This design comes from an exercise in tuning for a short achievable clock period and few clock cycles on the open sky130 flow, not from production work.
Only simulation tests tie the RTL to the original design; equivalence was not proved.
Power is estimated from default activity; no workload was simulated.

## north
## pipelined
module pipelined (
    input wire i_clk,
    input wire i_reset,
    output reg [31:0] o_pc_debug,
    output reg o_insn_vld,
    output reg o_ctrl,
    output reg o_mispred,
    output reg [31:0] o_io_ledr,
    output reg [31:0] o_io_ledg,
    output reg [6:0] o_io_hex0,
    output reg [6:0] o_io_hex1,
    output reg [6:0] o_io_hex2,
    output reg [6:0] o_io_hex3,
    output reg [6:0] o_io_hex4,
    output reg [6:0] o_io_hex5,
    output reg [6:0] o_io_hex6,
    output reg [6:0] o_io_hex7,
    output reg [31:0] o_io_lcd,
    input wire [31:0] i_io_sw,
    output wire [13:0] o_imem_addr,
    input wire [31:0] i_imem_rdata,
    output wire [13:0] o_dmem_addr,
    output wire o_dmem_we,
    output wire [3:0] o_dmem_wmask,
    output wire [31:0] o_dmem_wdata,
    input wire [31:0] i_dmem_rdata
);
clock: 10.5 ns
lec_check: 0
cap_margin: 35
core_margin: 2
core_utilization: 40
slew_margin: 30
synth_memory_max_bits: 20000
standard.sh (not shown) runs the stock make flow with config.mk's settings and CLKGATE_MAP_FILE= SYNTH_SCRIPT=/design/flow/synth_recipe.tcl, a recipe that flattens the netlist after the stock synthesis.
==> flow/flow/run.sh <==
#!/bin/bash
# Layout flow: the standard ORFS flow (standard.sh) with two changes:
#  - the timing repair steps aim at a setup slack margin of MARGIN ns instead of 0,
#    so they keep working on the design's own critical paths while the design's
#    constraints are met with room to spare;
#  - the port buffers that the flow puts on every input and output are buf_4 cells.
# The make output goes to flow_standard.log; ORFS writes each step's log under orfs/logs.
set -euo pipefail
MARGIN=7.0
bash standard.sh SETUP_SLACK_MARGIN=$MARGIN "BUFFER_PORTS_ARGS=-buffer_cell sky130_fd_sc_hd__buf_4" finish > flow_standard.log 2>&1
Testbench counts of north, summed over its fixed seeds: cycles 94,358.
The inputs of south differ from those of north as listed below.
-- flow/design.v --
<<< north, line 74
    reg        ld_m, st_m, wen_m, jalr_m, br_m, jal_m, ret_m, hit_m, tkn_m, ctrl_m, vrpt_m;
    reg [31:2] alt_m;
    reg [15:2] dm_addr;      
    reg        vrpt_w, ctrl_w, mis_w;
    reg [31:0] pc_w;
>>> south, line 74
    reg        ld_m, st_m, wen_m, jalr_m, br_m, jal_m, ret_m, hit_m, tkn_m, ctrl_m, vrpt_m;
    reg [31:2] alt_m;
    reg [15:2] dm_addr;
    reg [15:0] io_sel_m;     
    reg        vrpt_w, ctrl_w, mis_w;
    reg [31:0] pc_w;
<<< north, line 229
        alt_e  <= d_pt ? d_pc4 : d_tgt;
        pnpc_e <= red_d ? tgt_red_d : pnpc_d;
        a_e    <= d1_m ? e_res : d1_w ? m_wb : d_r1;
        b_e    <= (d2_m && !d_bimm) ? e_res : (d2_w && !d_bimm) ? m_wb : d_b;
        s_e    <= d2_m ? e_res : d2_w ? m_wb : d_r2;
        pv_e   <= d_pv;
        sub_e  <= (d_opr && d_b30 && d_f3 == 3'd0) || d_br || (d_alu && d_f3[2:1] == 2'b01);
>>> south, line 230
        alt_e  <= d_pt ? d_pc4 : d_tgt;
        pnpc_e <= red_d ? tgt_red_d : pnpc_d;
        a_e    <= ({32{d1_m}} & e_res) | ({32{d1_w}} & m_wb) | ({32{!d1_m && !d1_w}} & d_r1);
        b_e    <= ({32{d2_m && !d_bimm}} & e_res) | ({32{d2_w && !d_bimm}} & m_wb) |
                  ({32{d_bimm || (!d2_m && !d2_w)}} & d_b);
        s_e    <= ({32{d2_m}} & e_res) | ({32{d2_w}} & m_wb) | ({32{!d2_m && !d2_w}} & d_r2);
        pv_e   <= d_pv;
        sub_e  <= (d_opr && d_b30 && d_f3 == 3'd0) || d_br || (d_alu && d_f3[2:1] == 2'b01);
<<< north, line 372
        alt_m   <= alt_e[31:2];
        dm_addr <= br_e ? alt_e[15:2] : e_sum[15:2];
        pdir_m  <= pdir_e;
        pnpc_m  <= pnpc_e;
>>> south, line 374
        alt_m   <= alt_e[31:2];
        dm_addr <= br_e ? alt_e[15:2] : e_sum[15:2];
        io_sel_m <= 16'd1 << e_sum[15:12];
        pdir_m  <= pdir_e;
        pnpc_m  <= pnpc_e;
<<< north, line 436
    wire        m_lw = ld_m && f3_m[1] == 1'b1;
    wire        m_sx = ~f3_m[2];
    wire [31:0] m_ior = io[addr_m[15:12]];
    wire        s_mm = !m_io && !m_sw;
    wire [31:0] m_raw = ({32{s_mm}} & i_dmem_rdata) | ({32{m_sw}} & i_io_sw) | ({32{m_io}} & m_ior);
>>> south, line 439
    wire        m_lw = ld_m && f3_m[1] == 1'b1;
    wire        m_sx = ~f3_m[2];
    reg  [31:0] m_ior;
    integer ii;
    always @(*) begin
        m_ior = 32'd0;
        for (ii = 0; ii < 16; ii = ii + 1) m_ior = m_ior | ({32{io_sel_m[ii]}} & io[ii]);
    end
    wire        s_mm = !m_io && !m_sw;
    wire [31:0] m_raw = ({32{s_mm}} & i_dmem_rdata) | ({32{m_sw}} & i_io_sw) | ({32{m_io}} & m_ior);
Notes after the runs:
Both conditions hold for south: the flow ran to the end and the final layout passed the timing, DRC and antenna checks.
The number of different library cells in the post-synthesis netlist of south is lower than that of north.
south vs. north: placement row count lost 1, area share of xor/xnor cells in the synthesized design neither gained nor lost much.
When the final numbers for south and north were put side by side, the measured slew at the worst slew-check pin turned out to be smaller in north.
Looking at south and north, the clock-cell share of area is a wash.
Compared with north, in south initial antenna violation count went down 27; clock network power held; worst setup slack went up 400 ps; via count of the first global-routing pass went up about 1.2%.
Testbench counts of south, summed over its fixed seeds: cycles 94,358.

## static timing again, ports no longer ideal
The results above use ideal ports. As a check the final layouts listed here were re-extracted and re-timed, cells and wires unchanged. Step 1 sets driving cells, clkbuf_16 on the clock port and buf_2 on the other inputs (assumed; they add their load-dependent delay and slew). Step 2, shift: input delay + t, output delay - t, t = (earliest + latest rising clock arrival at the registers) / 2. This alone moves slack from input paths to output paths. a / b / c = ideal / step 1 / step 2; a / b = the first two.
run	t (ns)	slack for setup (ns)	worst setup path at the end	latest minus earliest clock arrival (ns)	cell pins on the clock port's net
north	1.046	6.330 / 6.330 / 5.775	input to register	0.115 / 0.115	1
south	1.071	6.728 / 6.677 / 5.780	input to register	0.134 / 0.135	1
After both steps every run listed still meets setup and hold. The setup slack of south, which loses most, moves by -0.051 ns with the drivers and by -0.948 ns with both steps.
